What follows belongs to an exercise in optimizing a design on an open flow for small area; a production flow would make more cautious choices.
The RTL was checked by simulation tests, not by an equivalence proof against the original design.
Power figures rest on the tool's default switching activity, not on a simulated workload.

==> design/flow/design.v <==
module AHB_Master_ALU_REG_pipelined (
    input wire        HCLK,
    input wire        HRESETn,
    output reg [31:0] HADDR,
    output reg [2:0]  HBURST,
    output reg [2:0]  HSIZE,
    output reg [1:0]  HTRANS,
    output reg [31:0] HWDATA,
    output reg        HWRITE,
    input wire [31:0] HRDATA,
    input wire        HREADY,
    input wire        HRESP,
    input wire [63:0] cpu_inst
);
localparam IDLE = 2'b00, BUSY = 2'b01, NONSEQ = 2'b10, SEQ = 2'b11;
reg        type_data;    
reg        work;
reg        RegWrite;
reg        t_written;    
reg [7:0]  rf_valid;     
reg [31:0] HADDR_delay;
reg [31:0] HWDATA_t;
reg [31:0] WriteData;
reg        ALU_REG;
reg        write_read;
reg [2:0]  AlU_OP;
reg [2:0]  ReadReg1_ADDR;
reg [2:0]  ReadReg2_ADDR;
reg [2:0]  WriteReg_ADDR;
reg [2:0]  WriteReg_ADDR2;
reg [7:0]  beats;        
reg [31:0] registers [0:7];
wire st_idle   = (HTRANS == IDLE);
wire st_busy   = (HTRANS == BUSY);
wire st_nonseq = (HTRANS == NONSEQ);
wire st_seq    = (HTRANS == SEQ);
wire ld        = ~HTRANS[0];             
reg [31:0] A, B;
integer i;
always @(*) begin
    A = 32'b0;
    B = 32'b0;
    for (i = 0; i < 8; i = i + 1) begin
        if (ReadReg1_ADDR == i && rf_valid[i]) A = A | registers[i];
        if (ReadReg2_ADDR == i && rf_valid[i]) B = B | registers[i];
    end
end
wire op_add = ALU_REG & (AlU_OP == 3'd0);
wire op_sub = ALU_REG & (AlU_OP == 3'd1);
wire op_and = ALU_REG & (AlU_OP == 3'd2);
wire op_or  = ALU_REG & (AlU_OP == 3'd3);
wire op_xor = ALU_REG & (AlU_OP == 3'd4);
wire op_not = ALU_REG & (AlU_OP == 3'd5);
wire op_shl = ALU_REG & (AlU_OP == 3'd6);
wire op_shr = ALU_REG & (AlU_OP == 3'd7);
wire mv_a   = ~ALU_REG & ~HWRITE;
wire mv_h   = ~ALU_REG & HWRITE;
wire bm     = op_add | op_sub | op_and | op_or | op_xor;    
wire bi     = op_sub | op_not;                              
wire selP   = op_add | op_sub | op_or | op_xor | op_not | mv_a;
wire selG   = op_and | op_or;
wire arith  = op_add | op_sub;
wire [31:0] bx = (B & {32{bm}}) ^ {32{bi}};
wire [31:0] p  = A ^ bx;
wire [31:0] g  = A & bx;
reg  [31:0] pg_g, pg_p;
integer l, k;
always @(*) begin
    pg_g = g & {32{arith}};
    pg_p = p;
    pg_g[0] = pg_g[0] | (pg_p[0] & op_sub);
    for (l = 0; l < 5; l = l + 1)
        for (k = 0; k < 32; k = k + 1)
            if ((k + 1) % (2 << l) == 0) begin
                pg_g[k] = pg_g[k] | (pg_p[k] & pg_g[k - (1 << l)]);
                pg_p[k] = pg_p[k] & pg_p[k - (1 << l)];
            end
    for (l = 3; l >= 0; l = l - 1)
        for (k = 0; k < 32; k = k + 1)
            if (k >= (3 << l) - 1 && (k + 1 - (1 << l)) % (2 << l) == 0) begin
                pg_g[k] = pg_g[k] | (pg_p[k] & pg_g[k - (1 << l)]);
                pg_p[k] = pg_p[k] & pg_p[k - (1 << l)];
            end
end
wire [31:0] carry = {pg_g[30:0], op_sub};
wire [31:0] result = ((p & {32{selP}}) ^ carry) | (g & {32{selG}})
                   | ({A[30:0], 1'b0} & {32{op_shl}}) | ({1'b0, A[31:1]} & {32{op_shr}})
                   | (HRDATA & {32{mv_h}});
wire        to_rf  = ALU_REG ? write_read : HWRITE;       
wire        fire   = (st_idle & type_data) | st_nonseq | (st_seq & HREADY);
wire [7:0] len_in  = cpu_inst[15:8];
wire [2:0] size_in = cpu_inst[6:4];
reg  [6:0] len_m2;
reg        bor;
integer m;
always @(*) begin
    bor = 1'b1;
    for (m = 1; m < 8; m = m + 1) begin
        len_m2[m-1] = len_in[m] ^ bor;
        bor = bor & ~len_in[m];
    end
end
wire [7:0] lim_len = (len_in == 8'd0) ? 8'd255 :
                     (len_in[7:1] == 7'd0 || len_in == 8'd2) ? 8'd0 : {len_m2, len_in[0]};
reg  [7:0] lim_size;
always @(*) begin
    case (size_in)
        3'd0: lim_size = 8'd255;
        3'd1: lim_size = 8'd254;
        3'd2: lim_size = 8'd127;
        3'd3: lim_size = 8'd84;
        3'd4: lim_size = 8'd63;
        3'd5: lim_size = 8'd50;
        3'd6: lim_size = 8'd42;
        default: lim_size = 8'd36;
    endcase
end
reg        len_lt;
reg  [7:0] beats_m1;
reg        bb;
always @(*) begin
    len_lt = 1'b0;
    for (m = 0; m < 8; m = m + 1)
        len_lt = (~lim_len[m] & lim_size[m]) | (~(lim_len[m] ^ lim_size[m]) & len_lt);
    bb = 1'b1;
    for (m = 0; m < 8; m = m + 1) begin
        beats_m1[m] = beats[m] ^ bb;
        bb = bb & ~beats[m];
    end
end
wire [7:0] beats_ld = len_lt ? lim_len : lim_size;
wire       seq_more = (HBURST == 3'b001) && (beats != 8'd0);
wire       inc = st_seq & HREADY;
reg [29:0] acarry;
integer j;
always @(*) begin
    acarry[0] = inc & (HSIZE == 3'd0);
    for (j = 1; j < 30; j = j + 1)
        acarry[j] = (acarry[j-1] & HADDR[j+1]) | (j < 8 ? (inc & (HSIZE == j)) : 1'b0);
end
always @(posedge HCLK or negedge HRESETn) begin
    if (!HRESETn) begin
        HTRANS    <= IDLE;
        HADDR     <= 32'b0;
        HBURST    <= 3'b0;
        HSIZE     <= 3'b0;
        HWDATA    <= 32'b0;
        HWRITE    <= 1'b0;
        RegWrite  <= 1'b0;
        type_data <= 1'b0;
        work      <= 1'b0;
        t_written <= 1'b0;
        rf_valid  <= 8'b0;
    end else begin
        type_data <= 1'b1;
        RegWrite  <= fire & to_rf;
        if (fire & ~to_rf)
            t_written <= 1'b1;
        if (RegWrite)
            rf_valid[WriteReg_ADDR2] <= 1'b1;
        if (~st_seq)
            work <= cpu_inst[7];
        if (ld) begin
            HSIZE  <= cpu_inst[6:4];
            HWRITE <= cpu_inst[0];
            HBURST <= cpu_inst[3:1];
        end
        if (~st_busy & t_written)
            HWDATA <= HWDATA_t;
        if ((st_idle & type_data) | st_nonseq)
            HADDR <= HADDR_delay;
        else
            HADDR <= HADDR ^ {acarry, 2'b00};
        case (HTRANS)
            IDLE:   if (HREADY && work) HTRANS <= NONSEQ;
            BUSY:   if (work) HTRANS <= IDLE;
            NONSEQ: if (HREADY) HTRANS <= !work ? BUSY : (HBURST != 3'b0) ? SEQ : IDLE;
            SEQ:    if (HREADY) HTRANS <= !work ? BUSY : seq_more ? SEQ : IDLE;
        endcase
    end
end
always @(posedge HCLK) begin
    HADDR_delay <= cpu_inst[63:32];
    WriteData   <= result;
    WriteReg_ADDR2 <= WriteReg_ADDR;
    if (fire & ~to_rf)
        HWDATA_t <= result;
    if (RegWrite)
        registers[WriteReg_ADDR2] <= WriteData;
    if (ld) begin
        write_read    <= cpu_inst[31];
        ALU_REG       <= cpu_inst[18];
        AlU_OP        <= cpu_inst[30:28];
        ReadReg2_ADDR <= cpu_inst[24:22];
        WriteReg_ADDR <= cpu_inst[27:25];
        ReadReg1_ADDR <= cpu_inst[21:19];
    end else if (st_seq)
        ReadReg1_ADDR <= {ReadReg1_ADDR[2] ^ (ReadReg1_ADDR[1] & ReadReg1_ADDR[0]), ReadReg1_ADDR[1] ^ ReadReg1_ADDR[0], ~ReadReg1_ADDR[0]};
    if (st_nonseq)
        beats <= beats_ld;
    else if (HREADY && ~&beats)
        beats <= beats_m1;
end
endmodule
==> design/flow/run.sh <==
#!/bin/bash
# synth_recipe.tcl (not shown) runs the flow's synth.tcl, then flattens the netlist and writes it again
# the make line also repeats each setting of config.mk as NAME=value (left out here)
make -C /OpenROAD-flow-scripts/flow DESIGN_CONFIG=/design/flow/config.mk WORK_HOME=/design/flow/orfs CLKGATE_MAP_FILE= SYNTH_SCRIPT=/design/flow/synth_recipe.tcl finish
==> design/flow/config.mk <==
export PLATFORM = sky130hd
export DESIGN_NAME = AHB_Master_ALU_REG_pipelined
export DESIGN_NICKNAME = AHB_Master_ALU_REG_pipelined
export VERILOG_FILES = /design/flow/design.v
export SDC_FILE = /design/flow/constraint.sdc
export NUM_CORES = 4
export LEC_CHECK = 0
export CAP_MARGIN = 20
export CORE_MARGIN = 2
export CORE_UTILIZATION = 40
export PLACE_DENSITY = 0.6
export SLEW_MARGIN = 20
==> design/flow/constraint.sdc <==
create_clock -name core_clock -period 6.0 [get_ports {HCLK}]
set_input_delay 1.2000 -clock core_clock [delete_from_list [all_inputs] [get_ports {HCLK}]]
set_output_delay 1.2000 -clock core_clock [all_outputs]
set_load 0.01 [all_outputs]
==> flow_summary.json, run 1 <==
{
  "status": "finished with violations",
  "violations": "setup timing",
  "skew_ps": 33.5,
  "cts_htree_levels": 2,
  "drt_wl_total_mm": 67.0,
  "cp-start-kind": "input pin",
  "vias": 15471,
  "core_um2": 51400,
  "final-instance-count-excl-fill": 2472,
  "dp_cells": 2379,
  "wl_per_cell_um": 27.1,
  "power_density_nw_per_um2": 536,
  "multi_input_area_um2": 7980,
  "synthTopCellsByArea": "edfxtp_1 (45%), dfrtp_1 (10%), dfxtp_1 (6.4%), ha_1 (5.5%), mux2_2 (4.2%)",
  "slowest_stage": "mux2_4",
  "tns_ps": -4390,
  "area_delta_synth_final_pct": 24.0,
  "path_class": "in2reg",
  "worst_slew_pin_slew_ps": 1170,
  "rows": 83,
  "clk_pin_slew_ps": 60,
  "ff_latch_area_um2": 12800,
  "required_ps": 6460,
  "n_antenna_cell": 0,
  "ys_seq_elements": 462,
  "synth_top_area_share": 0.447,
  "reg2reg_slack_ps": -650,
  "drive_gt1_frac": 0.173,
  "yosysTopAreaCell": "edfxtp_1",
  "grt_overflow": 0,
  "track_usage": 0.245,
  "grt_antenna_before_repair": 2,
  "yosys_warnings": 1,
  "root_buffer": "clkbuf_16",
  "syn_nets": 1746,
  "drv_slew": 0,
  "hold_path_class": "reg2reg",
  "cts_buffers": 49,
  "drv_cap": 0,
  "fill_cells": 4464,
  "ant_nets": 0,
  "first_pass_iters": 9,
  "async_flop_share": 0.184,
  "clock_latency_ps": 590,
  "ir_worst_vdd_mv": 0.290,
  "synth.distinct_cells": 76,
  "hold_viol_final": 0,
  "syn_avg_cell_area_um2": 13.4,
  "crit_path_end_kind": "flip-flop",
  "fin_crit_sh": 1.16,
  "grt_pass1_wl_mm": 98.5,
  "leakage_nw": 9.21,
  "setup_viol": 8,
  "die_w_um": 232,
  "max_freq_ghz": 0.144,
  "viasPerCell": 6.26,
  "rsz0062_at_grt": "yes",
  "hpwlAfterDp_mm": 43.1,
  "design.die.area_um2": 53900,
  "remaining_drc_errors": 0,
  "cts_tree": "done",
  "grt_max_degree": 52,
  "yosysMostFrequentCell": "edfxtp_1",
  "start_util": 0.405,
  "whs_ps": 342,
  "synth_cells": 1555,
  "fin_nets": 1943,
  "max-slew-margin-rel": 0.218,
  "drtIter0Drc": 2551,
  "pin_count": 173,
  "clock_sinks": 462,
  "worst_path_most_repeated_cell": "ha_4",
  "worst_slack_ps": -962,
  "clk_path_buf_depth": 3,
  "first_global_vias": 15718,
  "gp_congestion": 0.891,
  "synth_edf_count": 310,
  "portBuffers": 169,
  "ys_top_cells_by_count": "edfxtp_1 (310), a22oi_1 (112), ha_1 (91), clkbuf_1 (87), dfrtp_1 (85)",
  "die_h_um": 232,
  "yosysSeqAreaShare": 0.614,
  "slowest_delay_ps": 250,
  "min_period_ps": 6960,
  "synth_flop_cell": "edfxtp_1",
  "worstPathMaxFanout": 2,
  "syn-cell-area_um2": 20800,
  "cp.arrival_ps": 7420
}
==> path summary, 6_finish.rpt <==
path | start | endpoint | depth (start not counted)
setup / recovery | HREADY | HADDR[30] | 42
hold / removal | WriteReg_ADDR[0] | WriteReg_ADDR2[0] | 0
setup reg to reg | HTRANS[0] | HADDR[30] | 41
hold reg to reg | WriteReg_ADDR[0] | WriteReg_ADDR2[0] | 0
max in group asynchronous | HRESETn | HWDATA[11] | 2
min in group asynchronous | HRESETn | HBURST[2] | 1
==> cell type report <==
class                           count  area share
Sequential cell                   462       0.495
Multi-Input combinational cell    938       0.309
Timing Repair Buffer              249      0.0906
Clock buffer                       65      0.0538
Tap cell                          680      0.0330
Clock inverter                     26      0.0106
Inverter                           52     0.00756
==> logic make-up after synthesis <==
family          share of synthesized area
simple gates                       0.0582
other cells                      0.000180
mux                                0.0516
buf+inv                            0.0280
xor+xnor                           0.0168
fa+ha+maj                          0.0547
flops                               0.614
compound gates                      0.176
==> layer usage <==
metal | global-route usage | vias up | routed length [um]
met5 | 0 | - | 13
met4 | 0.0787 | 2 | 1860
met3 | 0.0560 | 148 | 7090
met2 | 0.385 | 951 | 30800
met1 | 0.335 | 7699 | 27200
li1 | - | 6671 | -
==> critical path, delay by kind of cell <==
kind	cells	cell delay, ps
multiplexers	1	250
buffers and inverters	2	150
AND/OR/NAND/NOR	3	220
AO/OA/AOI/OAI	7	1000
adder cells (fa/ha/maj)	29	4530
==> metrics by stage <==
stage / total power, mW / setup WS (ps) / instance area, um2 / util
after CTS: 13.8 / -965 / 25700 / 0.501
after global placement: 10.5 / -1920 / 24000 / 0.467
final: 13.8 / -962 / 25800 / 0.502
after global routing: 14.5 / -1100 / 25800 / 0.502
after detailed placement: 10.6 / -1980 / 24000 / 0.468
after floorplan: 8.24 / -1280 / 21100 / -
==> placed cells by master, fill, tap and decap left out, types with 36 or more instances in the layout <==
cell type	instances
ha_1	62
mux2_2	68
inv_1	51
nand2_1	74
clkdlybuf4s50_1	167
nand3_1	47
a22o_1	36
edfxtp_1	310
o21ai_0	48
a31oi_1	37
dfxtp_1	67
a221oi_1	36
buf_4	76
a22oi_1	112
dfrtp_1	85
clkbuf_16	51
a21oi_1	41
a222oi_1	81
xnor2_1	37
==> power by group <==
group / leakage (nW) / switching (mW) / internal (mW)
logic: 3.97 / 3.29 / 2.28
clock network: 0.819 / 1.26 / 1.84
registers: 4.42 / 0.615 / 4.54
==> sequential cells by signal (all words and copies together) (netlist names), 8 cells and up <==
signal and cells:
HWDATA_t 32, HADDR_delay 32, HADDR 32, registers 256, WriteData 32, beats 8
rf_valid 8, HWDATA 32
==> timing repair <==
| item | CTS | global route |
|---|---|---|
| pin swaps | 8 | 7 |
| endpoints found under the setup margin | 10 | 9 |
| setup buffers | 2 | 0 |
| gates resized for setup | 15 | 5 |
| hold buffers | 0 | 0 |
| endpoints found under the hold margin | 0 | 0 |
==> run 2, diff against run 1 <==
--- a/design/flow/design.v
+++ b/design/flow/design.v
@@ -131,12 +131,20 @@
 wire [7:0] beats_ld = len_lt ? lim_len : lim_size;
 wire       seq_more = (HBURST == 3'b001) && (beats != 8'd0);
 wire       inc = st_seq & HREADY;
+reg [29:0] y, pre;
 reg [29:0] acarry;
-integer j;
-always @(*) begin
+integer j, q;
+always @(*) begin
+    for (j = 0; j < 30; j = j + 1)
+        y[j] = HADDR[j+2] | (j < 8 ? (HSIZE > j) : 1'b0);
+    pre = y;
+    for (q = 0; q < 5; q = q + 1)
+        for (j = 29; j >= 0; j = j - 1)
+            if (j & (1 << q))
+                pre[j] = pre[j] & pre[((j >> q) << q) - 1];
     acarry[0] = inc & (HSIZE == 3'd0);
     for (j = 1; j < 30; j = j + 1)
-        acarry[j] = (acarry[j-1] & HADDR[j+1]) | (j < 8 ? (inc & (HSIZE == j)) : 1'b0);
+        acarry[j] = inc & pre[j-1] & (j < 8 ? (HSIZE <= j) : 1'b1);
 end
 always @(posedge HCLK or negedge HRESETn) begin
     if (!HRESETn) begin
==> flow_summary.json, run 2 <==
{
  "status": "timing/DRC/antenna clean",
  "reg2reg_slack_ps": 1110,
  "ir_worst_vdd_mv": 0.233,
  "clock_sinks": 462,
  "synth_edf_count": 310,
  "die_h_um": 232,
  "stdcell_area_um2": 25200,
  "placed_area_um2": 23400,
  "clk_pin_slew_ps": 60,
  "wl_per_cell_um": 25.9,
  "grt_antenna_before_repair": 1,
  "clk_path_buf_depth": 3,
  "first_pass_iters": 7,
  "yosysMostFrequentCell": "edfxtp_1",
  "worstPathMaxFanout": 15,
  "leakage_nw": 8.93,
  "power_density_nw_per_um2": 540,
  "fill_cells": 4495,
  "yosys.area_share.simple": 0.0767,
  "drv_slew": 0,
  "drt_wl_total_mm": 65.3,
  "max-slew-margin-rel": 0.235,
  "synth_flop_cell": "edfxtp_1",
  "yosysSeqAreaShare": 0.614,
  "hold_viol_final": 0,
  "design.die.area_um2": 53800,
  "cts_tree": "done",
  "synth_cells": 1644,
  "track_usage": 0.239,
  "cts_setup_buffers": 0,
  "die_w_um": 232,
  "area_delta_synth_final_pct": 20.9,
  "cp-start-kind": "flip-flop",
  "fin_crit_sh": 0.814,
  "hold_path_class": "reg2reg",
  "clock_latency_ps": 600,
  "slowest_stage": "and4b_1",
  "rsz0062_at_grt": "no",
  "synthTopCellsByArea": "edfxtp_1 (45%), dfrtp_1 (10%), dfxtp_1 (6.4%), a22oi_1 (4.1%), a222oi_1 (4.0%)",
  "grt_pass1_wl_mm": 96.2,
  "synthMuxAreaShare": 0.0316,
  "core_um2": 51400,
  "ff_latch_area_um2": 12800,
  "power_mw": 13.6,
  "mostFrequentLayoutCell": "edfxtp_1",
  "drtIter0Drc": 2606,
  "synth_top_family_by_area": "compound AO/OA/AOI/OAI gates",
  "synth_compound_area_frac": 0.182,
  "synthAdderAreaFrac": 0.0367,
  "root_buffer": "clkbuf_16",
  "synth_xor_area_frac": 0.0282,
  "setup_viol": 0,
  "yosysTopAreaCell": "edfxtp_1",
  "async_flop_share": 0.184,
  "remaining_drc_errors": 0,
  "yosys_warnings": 1,
  "fin_nets": 1965,
  "max_freq_ghz": 0.205,
  "ys_seq_elements": 462,
  "synth.distinct_cells": 67,
  "required_ps": 6300,
  "gp_congestion": 0.870,
  "tns_ps": 0,
  "rows": 83,
  "syn_nets": 1805,
  "syn_avg_cell_area_um2": 12.7,
  "cts_htree_levels": 2,
  "cts_buffers": 48,
  "grt_overflow": 0,
  "vias": 15791,
  "ant_nets": 0,
  "min_period_ps": 4890,
  "skew_ps": 25.3,
  "start_util": 0.405,
  "synth_top_area_share": 0.448,
  "worst_slew_pin_slew_ps": 1150,
  "syn-cell-area_um2": 20800,
  "drv_cap": 0,
  "drive_gt1_frac": 0.111,
  "post_cts_resized": 0,
  "ys_top_cells_by_count": "edfxtp_1 (310), nand2_1 (115), a22oi_1 (113), clkbuf_1 (91), dfrtp_1 (85)",
  "cp.arrival_ps": 5190,
  "multi_input_area_um2": 7520,
  "first_global_vias": 15607,
  "hpwlAfterDp_mm": 40.3,
  "path_class": "reg2reg",
  "crit_path_end_kind": "flip-flop",
  "slowest_delay_ps": 1000,
  "final_cell_mix": "edfxtp_1 (310), clkdlybuf4s50_1 (168), nand2_1 (114)",
  "pin_count": 173,
  "grt_max_degree": 57,
  "cts.hold.buffers_added": 0,
  "path_cells": "and4b_1, buf_4, a22o_1, a221oi_1, a31oi_1, xnor2_1, ha_1, and4_1, and2_1, nand2_1, o22ai_1, o21ai_1, o311ai_0",
  "largest_register_ffs": 256,
  "viasPerCell": 6.25,
  "portBuffers": 169,
  "largest_register": "registers"
}
## run 2: cell count changes in the layout (fill, tap and decap cells not counted), sizes merged, moves of 22 or more
cell and delta:
mux2 -34, buf -33, o21ai +22, nor2 +27, nand2 +40, ha -30
## run 2: cell type report
| cell class | instances | area share |
|---|---|---|
| antenna | 1 | 0.0000995 |
| inverter | 62 | 0.00925 |
| clock inverter | 18 | 0.00915 |
| sequential | 462 | 0.508 |
| clock buffer | 72 | 0.0587 |
| tap | 680 | 0.0338 |
| multi-input combinational | 1013 | 0.299 |
| timing repair buffer | 217 | 0.0820 |
## run 2: critical path, delay by kind of cell (launching register included)
kind | cells | cell delay (ps)
xor gates and xnor gates | 1 | 110
adders and majority gates | 1 | 420
and+or+nand+nor | 4 | 1550
AOI/OAI and AO/OA | 6 | 1550
buffers and inverters | 1 | 410
DFF | 1 | 540
## run 2: worst paths after layout
| kind | start | end | cells past startpoint |
|---|---|---|---|
| hold / removal | WriteReg_ADDR[1] | WriteReg_ADDR2[1] | 0 |
| hold reg to reg | WriteReg_ADDR[1] | WriteReg_ADDR2[1] | 0 |
| setup reg to reg | ReadReg2_ADDR[1] | HWDATA_t[31] | 13 |
| min in group asynchronous | HRESETn | HADDR[7] | 1 |
| setup / recovery | ReadReg2_ADDR[1] | HWDATA_t[31] | 13 |
| max in group asynchronous | HRESETn | HWDATA[30] | 2 |
## run 2: per-stage QoR
step	worst slack, ps	util	hold slack, ps	std cells
6_report	1110	0.489	340	2525
5_1_grt	952	0.489	345	2525
2_1_floorplan	1690	-	323	1644
3_3_place_gp	940	0.456	325	2433
4_1_cts	1210	0.489	341	2523
3_5_place_dp	838	0.456	328	2433
## run 2: report_power, final
group	switching (mW)	total, mW	leakage [nW]	internal (mW)
clock	1.25	3.17	0.841	1.92
sequential	0.638	5.17	4.43	4.54
combinational	3.17	5.24	3.66	2.07
## run 2: metal layers
| layer | part of all wire | global-route usage |
|---|---|---|
| met1 | 0.41 | 0.325 |
| met3 | 0.10 | 0.0454 |
| met2 | 0.46 | 0.380 |
| met5 | 0 | 0 |
| met4 | 0.034 | 0.0917 |
## run 2: kinds of logic (layout without fill, tap and decap cells)
family / count (synthesis) / in the layout
buf+inv: 169 / 369
xor+xnor: 67 / 67
fa+ha+maj: 61 / 61
other cells: 1 / 2
mux: 60 / 60
flops: 462 / 462
compound gates: 502 / 502
simple gates: 322 / 322
==> run 3, diff against run 2 <==
--- a/design/flow/config.mk
+++ b/design/flow/config.mk
@@ -8,5 +8,8 @@
 export CAP_MARGIN = 20
 export CORE_MARGIN = 2
 export CORE_UTILIZATION = 40
+export CTS_BUF_LIST = sky130_fd_sc_hd__clkbuf_16
+export CTS_CLUSTER_DIAMETER = 80
+export CTS_CLUSTER_SIZE = 25
 export PLACE_DENSITY = 0.6
 export SLEW_MARGIN = 20
==> flow_summary.json, run 3 <==
{
  "cp-start-kind": "flip-flop",
  "max_freq_ghz": 0.204,
  "highest_layer": "met4",
  "switching_share": 0.397,
  "synth_cells": 1644,
  "grt_max_degree": 57,
  "required_ps": 6290,
  "synth_flop_cell": "edfxtp_1",
  "yosysMostFrequentCell": "edfxtp_1",
  "tns_ps": 0,
  "crit_path_end_kind": "flip-flop",
  "cp.arrival_ps": 5200,
  "dp_cells": 2433,
  "synth_edf_count": 310,
  "area_delta_synth_final_pct": 16.5,
  "synthTopCellsByArea": "edfxtp_1 (45%), dfrtp_1 (10%), dfxtp_1 (6.4%), a22oi_1 (4.1%), a222oi_1 (4.0%)",
  "mostFrequentLayoutCell": "edfxtp_1",
  "power_frac_comb": 0.426,
  "pin_count": 173,
  "setup_viol": 0,
  "hpwlAfterDp_mm": 40.3,
  "synth.distinct_cells": 67,
  "path_class": "reg2reg",
  "hold_viol_final": 0,
  "worst_slew_pin_slew_ps": 1150,
  "first_pass_iters": 9,
  "clock_latency_ps": 590,
  "die_w_um": 232,
  "grt_antenna_before_repair": 0,
  "final-instance-count-excl-fill": 2479,
  "viasPerCell": 6.28,
  "drive_gt1_frac": 0.0917,
  "vias": 15556,
  "n_antenna_cell": 0,
  "syn_nets": 1805,
  "drv_cap": 0,
  "synth_top_family_by_area": "compound AO/OA/AOI/OAI gates",
  "worstPathMaxFanout": 15,
  "yosys_warnings": 1,
  "wl_met1_mm": 26.2,
  "ys_top_cells_by_count": "edfxtp_1 (310), nand2_1 (115), a22oi_1 (113), clkbuf_1 (91), dfrtp_1 (85)",
  "wl_per_cell_um": 26.0,
  "met3_length_mm": 6.60,
  "post_cts_resized": 0,
  "worstHoldStart": "WriteReg_ADDR[2]",
  "cts_htree_levels": 1,
  "min_period_ps": 4910,
  "yosys.area_share.simple": 0.0767,
  "seq_power_share": 0.420,
  "cts_tree": "done",
  "p_int_mw": 7.41,
  "cts_buffers": 25,
  "synthAdderAreaFrac": 0.0367,
  "root_buffer": "clkbuf_16",
  "design.die.area_um2": 53800,
  "fin_crit_sh": 0.818,
  "synth_xor_area_frac": 0.0282,
  "grt_pass1_wl_mm": 95.3,
  "drt_wl_total_mm": 64.5,
  "ys_seq_elements": 462,
  "clock_sinks": 462,
  "cts_setup_buffers": 0,
  "drv_slew": 0,
  "yosysSeqAreaShare": 0.614,
  "remaining_drc_errors": 0,
  "yosysTopAreaCell": "edfxtp_1",
  "grt_overflow": 0,
  "die_h_um": 232,
  "synthMuxAreaShare": 0.0316,
  "start_util": 0.405,
  "core_um2": 51400,
  "startpoint": "ReadReg2_ADDR[1]",
  "track_usage": 0.235,
  "clk_pin_slew_ps": 100,
  "synth_compound_area_frac": 0.182,
  "first_global_vias": 15417,
  "portBuffers": 169,
  "rsz0062_at_grt": "no",
  "gp_congestion": 0.870,
  "leakage_nw": 8.52,
  "cts.hold.buffers_added": 0,
  "regToRegStartpoint": "ReadReg2_ADDR[1]",
  "whs_ps": 331,
  "fin_nets": 1942,
  "status": "timing/DRC/antenna clean",
  "ant_nets": 0,
  "syn_avg_cell_area_um2": 12.7,
  "synth_top_area_share": 0.448,
  "drtIter0Drc": 2563,
  "clkPwrFrac": 0.154,
  "max-slew-margin-rel": 0.236,
  "p_switching_mw": 4.88,
  "async_flop_share": 0.184,
  "skew_ps": 27.0,
  "syn-cell-area_um2": 20800,
  "ir_worst_vdd_mv": 0.235,
  "largest_register": "registers",
  "power_density_nw_per_um2": 507,
  "clk_path_buf_depth": 3,
  "met2_length_mm": 29.8,
  "hold_path_class": "reg2reg",
  "final_cell_mix": "edfxtp_1 (310), clkdlybuf4s50_1 (168), nand2_1 (114)",
  "largest_register_ffs": 256,
  "rows": 83
}
==> run 3: cell counts after synthesis <==
No cell type changed its count.
==> run 3: power by group through the flow <==
| stage | Clock [mW] | Sequential, mW | Combinational [mW] |
|---|---|---|---|
| floorplan | 0 | 5.12 | 3.04 |
| global placement | 0 | 5.20 | 5.05 |
| detailed placement | 0 | 5.23 | 5.11 |
| CTS | 1.93 | 5.17 | 5.15 |
| global route | 2.04 | 5.28 | 5.61 |
| finish | 1.90 | 5.16 | 5.24 |
==> run 3: logic make-up (layout without fill, tap and decap cells) <==
kind of cell,count (synthesis),in the layout
buffers and inverters,169,324
XOR/XNOR,67,67
multiplexers,60,60
adder cells (fa/ha/maj),61,61
AO/OA/AOI/OAI,502,502
other,1,1
flip-flops,462,462
AND/OR/NAND/NOR,322,322
==> run 3: final timing paths <==
check                                    end  slack (ps)  cells past startpoint
min                        WriteReg_ADDR2[2]         330                      0
max reg2reg                     HWDATA_t[31]        1090                     13
min in group asynchronous           HSIZE[0]         570                      1
min reg2reg                WriteReg_ADDR2[2]         330                      0
max                             HWDATA_t[31]        1090                     13
max in group asynchronous         HWDATA[18]        4300                      2
==> run 3: final cells by class <==
cell class,count,area (um2)
fill,4550,27200
sequential,462,12800
tap,680,851
clock buffer,25,626
inverter,62,233
timing repair buffer,217,2060
multi-input combinational,1013,7520
clock inverter,20,168
==> run 3: routing by layer <==
metal,vias to the layer above,GRT usage
met5,-,0
met3,134,0.0413
met2,901,0.381
li1,6789,-
met4,0,0.0707
met1,7732,0.323
==> run 3: critical path, stage by stage (launching register included) <==
cell and delay (ps):
edfxtp_1 540, and4b_1 1040, buf_4 420, a22o_1 170
a221oi_1 50, a31oi_1 260, xnor2_1 110, ha_1 420
and4_1 290, and2_1 200, nand2_1 60, o22ai_1 270
o21ai_1 190, o311ai_0 590
==> run 3: per-stage QoR <==
stage / utilization / total power, mW / cell area, um2 / worst slack [ps]
6_report: 0.471 / 12.3 / 24200 / 1090
5_1_grt: 0.471 / 12.9 / 24200 / 904
4_1_cts: 0.471 / 12.2 / 24200 / 1200
3_5_place_dp: 0.456 / 10.3 / 23400 / 838
3_3_place_gp: 0.456 / 10.2 / 23400 / 940
2_1_floorplan: - / 8.16 / 20800 / 1690
==> run 4, diff against run 3 <==
==> design/flow/flow/run.sh (new file) <==
#!/bin/bash
set -euo pipefail
cd "$(dirname "$0")/.."
cat >> config.mk <<'EOC'
export BUFFER_PORTS_ARGS = -buffer_cell sky130_fd_sc_hd__buf_1
EOC
bash standard.sh > standard.log 2>&1
==> design/flow/standard.sh (new file) <==
#!/bin/bash
# synth_recipe.tcl (not shown) runs the flow's synth.tcl, then flattens the netlist and writes it again
# the make line also repeats each setting of config.mk as NAME=value (left out here)
make -C /OpenROAD-flow-scripts/flow DESIGN_CONFIG=/design/flow/config.mk WORK_HOME=/design/flow/orfs CLKGATE_MAP_FILE= SYNTH_SCRIPT=/design/flow/synth_recipe.tcl "${@:-finish}"
--- a/design/flow/config.mk
+++ b/design/flow/config.mk
@@ -13,3 +13,4 @@
 export CTS_CLUSTER_SIZE = 25
 export PLACE_DENSITY = 0.6
 export SLEW_MARGIN = 20
+export BUFFER_PORTS_ARGS = -buffer_cell sky130_fd_sc_hd__buf_1
removed: design/flow/run.sh
==> flow_summary.json, run 4 <==
{
  "ys_top_cells_by_count": "edfxtp_1 (310), nand2_1 (115), a22oi_1 (113), clkbuf_1 (91), dfrtp_1 (85)",
  "syn_avg_cell_area_um2": 12.7,
  "hold_path_class": "reg2reg",
  "status": "timing/DRC/antenna clean",
  "final_cell_mix": "edfxtp_1 (310), buf_1 (168), nand2_1 (114)",
  "worstPathMaxFanout": 13,
  "syn-cell-area_um2": 20800,
  "gp_congestion": 0.934,
  "core_um2": 51400,
  "die_w_um": 232,
  "remaining_drc_errors": 0,
  "leakage_nw": 8.08,
  "drt_wl_total_mm": 62.2,
  "viasPerCell": 6.26,
  "async_flop_share": 0.184,
  "skew_ps": 26.1,
  "power_density_nw_per_um2": 511,
  "yosys_warnings": 1,
  "grt_overflow": 0,
  "drv_cap": 0,
  "max_freq_ghz": 0.199,
  "synth_cells": 1644,
  "yosysTopAreaCell": "edfxtp_1",
  "area_delta_synth_final_pct": 11.4,
  "largest_register_ffs": 256,
  "wl_per_cell_um": 25.0,
  "pre_cts_ws_ps": 1150,
  "cp-start-kind": "flip-flop",
  "vias": 15540,
  "cts_tree": "done",
  "cts.hold.buffers_added": 0,
  "placed_area_um2": 22400,
  "worst_slew_pin_slew_ps": 1200,
  "drv_slew": 0,
  "largest_register": "registers",
  "cts_buffers": 24,
  "ant_nets": 0,
  "ir_worst_vdd_mv": 0.263,
  "start_util": 0.405,
  "hpwlAfterDp_mm": 39.9,
  "ff_latch_area_um2": 12800,
  "hold_viol_final": 0,
  "clock_latency_ps": 580,
  "fin_crit_sh": 0.838,
  "required_ps": 6250,
  "pin_count": 173,
  "design.die.area_um2": 53800,
  "final-instance-count-excl-fill": 2484,
  "synth.distinct_cells": 67,
  "clock_sinks": 462,
  "multi_input_area_um2": 7520,
  "power_mw": 11.8,
  "clk_path_buf_depth": 3,
  "synth_edf_count": 310,
  "cts_setup_buffers": 0,
  "grt_max_degree": 57,
  "synth_flop_cell": "edfxtp_1",
  "rows": 83,
  "portBuffers": 169,
  "max-slew-margin-rel": 0.203,
  "tns_ps": 0,
  "min_period_ps": 5030,
  "cp.arrival_ps": 5270,
  "first_pass_iters": 7,
  "clk_pin_slew_ps": 100,
  "die_h_um": 232,
  "fill_cells": 4703,
  "first_global_vias": 15183,
  "root_buffer": "clkbuf_16",
  "track_usage": 0.227,
  "grt_antenna_before_repair": 0,
  "rsz0062_at_grt": "no",
  "cts_htree_levels": 1,
  "dp_cells": 2439,
  "drive_gt1_frac": 0.0910,
  "yosysMostFrequentCell": "edfxtp_1",
  "fin_nets": 1946,
  "drtIter0Drc": 2520,
  "mostFrequentLayoutCell": "edfxtp_1",
  "crit_path_end_kind": "flip-flop",
  "setup_viol": 0,
  "synth_top_area_share": 0.448,
  "syn_nets": 1805,
  "worst_slack_ps": 972,
  "path_class": "reg2reg",
  "post_cts_resized": 0,
  "yosysSeqAreaShare": 0.614,
  "synthTopCellsByArea": "edfxtp_1 (45%), dfrtp_1 (10%), dfxtp_1 (6.4%), a22oi_1 (4.1%), a222oi_1 (4.0%)",
  "ys_seq_elements": 462,
  "stdcell_area_um2": 23200,
  "grt_pass1_wl_mm": 92.9
}
-- run 4: cell counts after synthesis --
No cell type changed its count.
-- run 4: cell families after synthesis --
| group | share of synthesized area |
|---|---|
| simple gates | 0.0767 |
| compound gates | 0.182 |
| mux | 0.0316 |
| buf+inv | 0.0307 |
| fa+ha+maj | 0.0367 |
| xor+xnor | 0.0282 |
| other cells | 0.000180 |
| flops | 0.614 |
-- run 4: layout make-up --
| cell class | count | area share |
|---|---|---|
| Antenna cell | 1 | 0.000108 |
| Clock buffer | 25 | 0.0270 |
| Clock inverter | 19 | 0.00583 |
| Inverter | 62 | 0.0100 |
| Multi-Input combinational cell | 1013 | 0.324 |
| Sequential cell | 462 | 0.551 |
| Tap cell | 680 | 0.0367 |
| Timing Repair Buffer | 222 | 0.0449 |
-- run 4: path summary, 6_finish.rpt --
| kind | from | depth (start not counted) | end | slack (ps) |
|---|---|---|---|---|
| worst max-delay path | ReadReg2_ADDR[2] | 13 | HWDATA_t[20] | 970 |
| worst min-delay path | WriteReg_ADDR[1] | 0 | WriteReg_ADDR2[1] | 340 |
| worst max register to register | ReadReg2_ADDR[2] | 13 | HWDATA_t[20] | 970 |
| worst min register to register | WriteReg_ADDR[1] | 0 | WriteReg_ADDR2[1] | 340 |
| max in group asynchronous | HRESETn | 2 | HWDATA[0] | 4270 |
| min in group asynchronous | HRESETn | 1 | HSIZE[1] | 680 |
-- run 4: through the flow --
stage           util  hold slack, ps
2_1_floorplan      -             323
3_3_place_gp   0.436             328
3_5_place_dp   0.436             331
4_1_cts        0.451             356
5_1_grt        0.451             361
6_report       0.451             345
-- run 4: power by group --
| group | switching, mW | total [mW] | internal (mW) | leakage (nW) |
|---|---|---|---|---|
| Combinational | 3.11 | 4.84 | 1.72 | 3.23 |
| Sequential | 0.628 | 5.15 | 4.53 | 4.43 |
| Clock | 1.04 | 1.85 | 0.810 | 0.419 |
-- run 4: routing by layer --
metal / routed length [um] / global-route usage
met2: 28800 / 0.370
met3: 6450 / 0.0389
met4: 1570 / 0.0621
met5: 0 / 0
met1: 25300 / 0.312
-- run 4: worst max-delay path: stages, from the launching register on --
cell       delay, ps
edfxtp_1         560
and4b_1         1050
buf_4            370
a22o_1           160
a221oi_1          50
a31oi_1          230
xnor2_1          120
ha_1             390
nand4_1          220
nor2_1            70
a22oi_1          510
o21ai_1          280
a22oi_1          410
o2111ai_1        270
==> run 5, diff against run 4 <==
--- a/design/flow/design.v
+++ b/design/flow/design.v
@@ -35,16 +35,6 @@
 wire st_nonseq = (HTRANS == NONSEQ);
 wire st_seq    = (HTRANS == SEQ);
 wire ld        = ~HTRANS[0];             
-reg [31:0] A, B;
-integer i;
-always @(*) begin
-    A = 32'b0;
-    B = 32'b0;
-    for (i = 0; i < 8; i = i + 1) begin
-        if (ReadReg1_ADDR == i && rf_valid[i]) A = A | registers[i];
-        if (ReadReg2_ADDR == i && rf_valid[i]) B = B | registers[i];
-    end
-end
 wire op_add = ALU_REG & (AlU_OP == 3'd0);
 wire op_sub = ALU_REG & (AlU_OP == 3'd1);
 wire op_and = ALU_REG & (AlU_OP == 3'd2);
@@ -55,12 +45,23 @@
 wire op_shr = ALU_REG & (AlU_OP == 3'd7);
 wire mv_a   = ~ALU_REG & ~HWRITE;
 wire mv_h   = ~ALU_REG & HWRITE;
-wire bm     = op_add | op_sub | op_and | op_or | op_xor;    
+wire bm     = op_add | op_sub | op_and | op_or | op_xor | op_shl;    
 wire bi     = op_sub | op_not;                              
-wire selP   = op_add | op_sub | op_or | op_xor | op_not | mv_a;
+wire selP   = op_add | op_sub | op_or | op_xor | op_not | mv_a | op_shl;
 wire selG   = op_and | op_or;
-wire arith  = op_add | op_sub;
-wire [31:0] bx = (B & {32{bm}}) ^ {32{bi}};
+wire arith  = op_add | op_sub | op_shl;
+wire [2:0] rb_addr = op_shl ? ReadReg1_ADDR : ReadReg2_ADDR;
+reg [31:0] A, B;
+integer i;
+always @(*) begin
+    A = 32'b0;
+    B = 32'b0;
+    for (i = 0; i < 8; i = i + 1) begin
+        if (ReadReg1_ADDR == i && rf_valid[i]) A = A | registers[i];
+        if (rb_addr == i && rf_valid[i] && bm) B = B | registers[i];
+    end
+end
+wire [31:0] bx = B ^ {32{bi}};
 wire [31:0] p  = A ^ bx;
 wire [31:0] g  = A & bx;
 reg  [31:0] pg_g, pg_p;
@@ -84,52 +85,48 @@
 end
 wire [31:0] carry = {pg_g[30:0], op_sub};
 wire [31:0] result = ((p & {32{selP}}) ^ carry) | (g & {32{selG}})
-                   | ({A[30:0], 1'b0} & {32{op_shl}}) | ({1'b0, A[31:1]} & {32{op_shr}})
+                   | ({1'b0, A[31:1]} & {32{op_shr}})
                    | (HRDATA & {32{mv_h}});
 wire        to_rf  = ALU_REG ? write_read : HWRITE;       
 wire        fire   = (st_idle & type_data) | st_nonseq | (st_seq & HREADY);
 wire [7:0] len_in  = cpu_inst[15:8];
 wire [2:0] size_in = cpu_inst[6:4];
-reg  [6:0] len_m2;
-reg        bor;
-integer m;
-always @(*) begin
-    bor = 1'b1;
-    for (m = 1; m < 8; m = m + 1) begin
-        len_m2[m-1] = len_in[m] ^ bor;
-        bor = bor & ~len_in[m];
-    end
-end
-wire [7:0] lim_len = (len_in == 8'd0) ? 8'd255 :
-                     (len_in[7:1] == 7'd0 || len_in == 8'd2) ? 8'd0 : {len_m2, len_in[0]};
-reg  [7:0] lim_size;
+reg  [7:0] tp1;         
+reg        use_len;     
 always @(*) begin
     case (size_in)
-        3'd0: lim_size = 8'd255;
-        3'd1: lim_size = 8'd254;
-        3'd2: lim_size = 8'd127;
-        3'd3: lim_size = 8'd84;
-        3'd4: lim_size = 8'd63;
-        3'd5: lim_size = 8'd50;
-        3'd6: lim_size = 8'd42;
-        default: lim_size = 8'd36;
+        3'd0: tp1 = 8'd1;
+        3'd1: tp1 = 8'd0;
+        3'd2: tp1 = 8'd129;
+        3'd3: tp1 = 8'd86;
+        3'd4: tp1 = 8'd65;
+        3'd5: tp1 = 8'd52;
+        3'd6: tp1 = 8'd44;
+        default: tp1 = 8'd38;
     endcase
-end
-reg        len_lt;
+    case (size_in)
+        3'd0, 3'd1: use_len = 1'b1;
+        3'd2: use_len = (len_in <= 8'd129);
+        3'd3: use_len = (len_in <= 8'd86);
+        3'd4: use_len = (len_in <= 8'd65);
+        3'd5: use_len = (len_in <= 8'd52);
+        3'd6: use_len = (len_in <= 8'd44);
+        default: use_len = (len_in <= 8'd38);
+    endcase
+    use_len = use_len & (len_in != 8'd0);
+end
+wire [7:0] beats_ld = use_len ? ((len_in[7:1] == 7'd0) ? 8'd2 : len_in) : tp1;
 reg  [7:0] beats_m1;
 reg        bb;
-always @(*) begin
-    len_lt = 1'b0;
-    for (m = 0; m < 8; m = m + 1)
-        len_lt = (~lim_len[m] & lim_size[m]) | (~(lim_len[m] ^ lim_size[m]) & len_lt);
+integer m;
+always @(*) begin
     bb = 1'b1;
     for (m = 0; m < 8; m = m + 1) begin
         beats_m1[m] = beats[m] ^ bb;
         bb = bb & ~beats[m];
     end
 end
-wire [7:0] beats_ld = len_lt ? lim_len : lim_size;
-wire       seq_more = (HBURST == 3'b001) && (beats != 8'd0);
+wire       seq_more = (HBURST == 3'b001) && (beats != 8'd2);
 wire       inc = st_seq & HREADY;
 reg [29:0] y, pre;
 reg [29:0] acarry;
@@ -206,7 +203,7 @@
         ReadReg1_ADDR <= {ReadReg1_ADDR[2] ^ (ReadReg1_ADDR[1] & ReadReg1_ADDR[0]), ReadReg1_ADDR[1] ^ ReadReg1_ADDR[0], ~ReadReg1_ADDR[0]};
     if (st_nonseq)
         beats <= beats_ld;
-    else if (HREADY && ~&beats)
+    else if (HREADY && beats != 8'd1)
         beats <= beats_m1;
 end
 endmodule
==> design/flow/run.sh (new file) <==
#!/bin/bash
# synth_recipe.tcl (not shown) runs the flow's synth.tcl, then flattens the netlist and writes it again
# the make line also repeats each setting of config.mk as NAME=value (left out here)
make -C /OpenROAD-flow-scripts/flow DESIGN_CONFIG=/design/flow/config.mk WORK_HOME=/design/flow/orfs CLKGATE_MAP_FILE= SYNTH_SCRIPT=/design/flow/synth_recipe.tcl finish
--- a/design/flow/config.mk
+++ b/design/flow/config.mk
@@ -7,10 +7,9 @@
 export LEC_CHECK = 0
 export CAP_MARGIN = 20
 export CORE_MARGIN = 2
-export CORE_UTILIZATION = 40
+export CORE_UTILIZATION = 65
 export CTS_BUF_LIST = sky130_fd_sc_hd__clkbuf_16
 export CTS_CLUSTER_DIAMETER = 80
-export CTS_CLUSTER_SIZE = 25
-export PLACE_DENSITY = 0.6
+export CTS_CLUSTER_SIZE = 30
+export PLACE_DENSITY = 0.8
 export SLEW_MARGIN = 20
-export BUFFER_PORTS_ARGS = -buffer_cell sky130_fd_sc_hd__buf_1
removed: design/flow/flow/run.sh
removed: design/flow/standard.sh
==> flow_summary.json, run 5 <==
{
  "grt_antenna_before_repair": 0,
  "core_um2": 30700,
  "yosys_warnings": 1,
  "grt_max_degree": 65,
  "crit_path_end_kind": "flip-flop",
  "gp_congestion": 0.903,
  "synth_flop_cell": "edfxtp_1",
  "fin_crit_sh": 0.962,
  "drv_cap": 0,
  "vias": 15305,
  "ys_top_cells_by_count": "edfxtp_1 (310), a22oi_1 (171), nand2_1 (98), a222oi_1 (92), clkbuf_1 (92)",
  "drv_slew": 0,
  "async_flop_share": 0.184,
  "post_cts_resized": 0,
  "syn_avg_cell_area_um2": 12.9,
  "track_usage": 0.352,
  "ff_latch_area_um2": 12800,
  "clock_latency_ps": 570,
  "whs_ps": 354,
  "first_global_vias": 15154,
  "cts_htree_levels": 1,
  "wl_per_cell_um": 27.6,
  "yosysTopAreaCell": "edfxtp_1",
  "syn_nets": 1726,
  "rsz0062_at_grt": "no",
  "cts_setup_buffers": 0,
  "syn-cell-area_um2": 20400,
  "area_delta_synth_final_pct": 14.9,
  "worst_slew_pin_slew_ps": 1220,
  "clk_pin_slew_ps": 110,
  "min_period_ps": 5770,
  "clk_path_buf_depth": 3,
  "die_h_um": 181,
  "cts_buffers": 23,
  "drtIter0Drc": 2893,
  "synth_cells": 1577,
  "worstPathMaxFanout": 21,
  "ant_nets": 0,
  "start_util": 0.662,
  "power_mw": 12.3,
  "setup_viol": 0,
  "hpwlAfterDp_mm": 36.1,
  "drive_gt1_frac": 0.104,
  "synthTopCellsByArea": "edfxtp_1 (46%), dfrtp_1 (10%), dfxtp_1 (6.6%), a22oi_1 (6.3%), a222oi_1 (4.5%)",
  "status": "timing/DRC/antenna clean",
  "remaining_drc_errors": 0,
  "leakage_nw": 8.30,
  "viasPerCell": 7.20,
  "cts.hold.buffers_added": 0,
  "max-slew-margin-rel": 0.188,
  "design.die.area_um2": 32800,
  "multi_input_area_um2": 7100,
  "drt_wl_total_mm": 58.6,
  "fin_nets": 1861,
  "cp.arrival_ps": 6060,
  "portBuffers": 169,
  "ir_worst_vdd_mv": 0.298,
  "yosysMostFrequentCell": "edfxtp_1",
  "grt_pass1_wl_mm": 87.6,
  "cts_tree": "done",
  "max_freq_ghz": 0.173,
  "fill_cells": 1914,
  "fin_util": 0.761,
  "largest_register_ffs": 256,
  "first_pass_iters": 12,
  "yosysSeqAreaShare": 0.628,
  "tns_ps": 0,
  "pin_count": 173,
  "path_class": "reg2reg",
  "cp-start-kind": "flip-flop",
  "synth_top_area_share": 0.457,
  "skew_ps": 40.6,
  "final_cell_mix": "edfxtp_1 (310), a22oi_1 (171), clkdlybuf4s50_1 (168)",
  "synth_edf_count": 310,
  "reg2reg_slack_ps": 230,
  "ys_seq_elements": 462,
  "largest_register": "registers",
  "root_buffer": "clkbuf_16",
  "die_w_um": 181,
  "required_ps": 6290,
  "rows": 64,
  "mostFrequentLayoutCell": "edfxtp_1",
  "clock_sinks": 462,
  "synth.distinct_cells": 72,
  "hold_path_class": "reg2reg",
  "grt_overflow": 0,
  "hold_viol_final": 0,
  "power_density_nw_per_um2": 526
}
[run 5: cell types whose count changed after synthesis, sizes merged, moves of 11 or more]
cell and delta:
nor2 +19, a31oi -25, nand2 -16, nand3 +11
nand4 +27, ha -12, a22oi +58, a221oi -34
a22o -29, mux2 +11, a21oi +13, o21ai -41
inv -24
[run 5: cell families (layout without fill, tap and decap cells)]
| group | Yosys count | after routing | share of synthesized area |
|---|---|---|---|
| buffers and inverters | 147 | 299 | 0.0283 |
| other | 1 | 2 | 0.000184 |
| DFF | 462 | 462 | 0.628 |
| and+or+nand+nor | 343 | 343 | 0.0826 |
| xor gates and xnor gates | 70 | 70 | 0.0301 |
| AOI/OAI and AO/OA | 440 | 440 | 0.166 |
| adders and majority gates | 49 | 49 | 0.0301 |
| muxes | 65 | 65 | 0.0354 |
[run 5: path summary, 6_finish.rpt]
| check | endpoint | cells after the start | from |
|---|---|---|---|
| worst max-delay path | HWDATA_t[22] | 17 | AlU_OP[1] |
| worst min-delay path | WriteReg_ADDR2[2] | 0 | WriteReg_ADDR[2] |
| worst max register to register | HWDATA_t[22] | 17 | AlU_OP[1] |
| worst min register to register | WriteReg_ADDR2[2] | 0 | WriteReg_ADDR[2] |
| max in group asynchronous | HWDATA[7] | 2 | HRESETn |
| min in group asynchronous | HBURST[2] | 1 | HRESETn |
[run 5: power by group]
| group | internal (mW) | leakage, nW | total [mW] | switching (mW) |
|---|---|---|---|---|
| Combinational | 2.08 | 3.49 | 5.24 | 3.17 |
| Clock | 0.796 | 0.409 | 1.88 | 1.08 |
| Sequential | 4.56 | 4.41 | 5.19 | 0.637 |
[run 5: area by class of cell]
class                      instances  share of cell area
clock inverter                    18             0.00813
timing repair buffer             219              0.0891
multi-input combinational        968               0.304
antenna                            1            0.000107
tap                              396              0.0212
clock buffer                      24              0.0257
inverter                          38             0.00610
sequential                       462               0.546
[run 5: critical path, stage by stage, from the launching register on]
cell and delay, ps:
edfxtp_1 580, nand4b_1 410, a21oi_1 380, nor2b_1 220
and3_1 250, buf_4 400, a22oi_1 160, nand4_1 140
xnor2_1 90, ha_1 370, nor4bb_1 270, o31a_2 280
nand3b_1 260, a211oi_1 590, or2_2 250, a31oi_1 170
nand2b_1 210, o211ai_1 470
[run 5: stage by stage]
| stage | instance area [um2] | instances | worst slack (ps) |
|---|---|---|---|
| after global routing | 23400 | 2125 | 30.6 |
| after detailed placement | 22600 | 2082 | 214 |
| final | 23400 | 2126 | 231 |
| after CTS | 23400 | 2124 | 146 |
| after floorplan | 20400 | 1577 | 1470 |
| after global placement | 22600 | 2082 | 305 |
[run 5: per-layer routing]
metal / GRT usage / routed length (um) / vias to the layer above
met5: 0.00593 / 0 / -
met4: 0.180 / 3500 / 0
met3: 0.0718 / 7390 / 258
met2: 0.557 / 27100 / 1244
met1: 0.468 / 20600 / 7284
li1: - / - / 6519

==> re-timing with driven ports <==
Ports are ideal in the flow. The routed layouts listed here were re-timed in OpenROAD.
Step 1 (the two cells are an assumption about what drives the block):
set clk [get_ports {HCLK}]
set_driving_cell -lib_cell sky130_fd_sc_hd__clkbuf_16 $clk
set_driving_cell -lib_cell sky130_fd_sc_hd__buf_2 [delete_from_list [all_inputs] $clk]
Step 2 adds t to the input delays and takes it off the output delays; t is the mean of the earliest and latest rising clock arrival at the registers after step 1. Input paths then give back, and output paths get back, about the clock's delay inside the block.
a / b / c = no drivers / after step 1 / after step 2; a / b = the first two.
run	t (ns)	setup WS [ns]	worst setup path after step 2
run 1	0.633	-0.962 / -0.949 / -1.582	input to register
run 2	0.646	1.113 / 1.113 / 0.842	input to register
run 3	0.629	1.093 / 1.093 / 0.869	input to register
run 4	0.622	0.972 / 0.972 / 0.972	register to register
run 5	0.613	0.231 / 0.231 / 0.231	register to register
The setup slack of run 1, which loses most, moves by +0.013 ns with the drivers and by -0.620 ns with both steps.
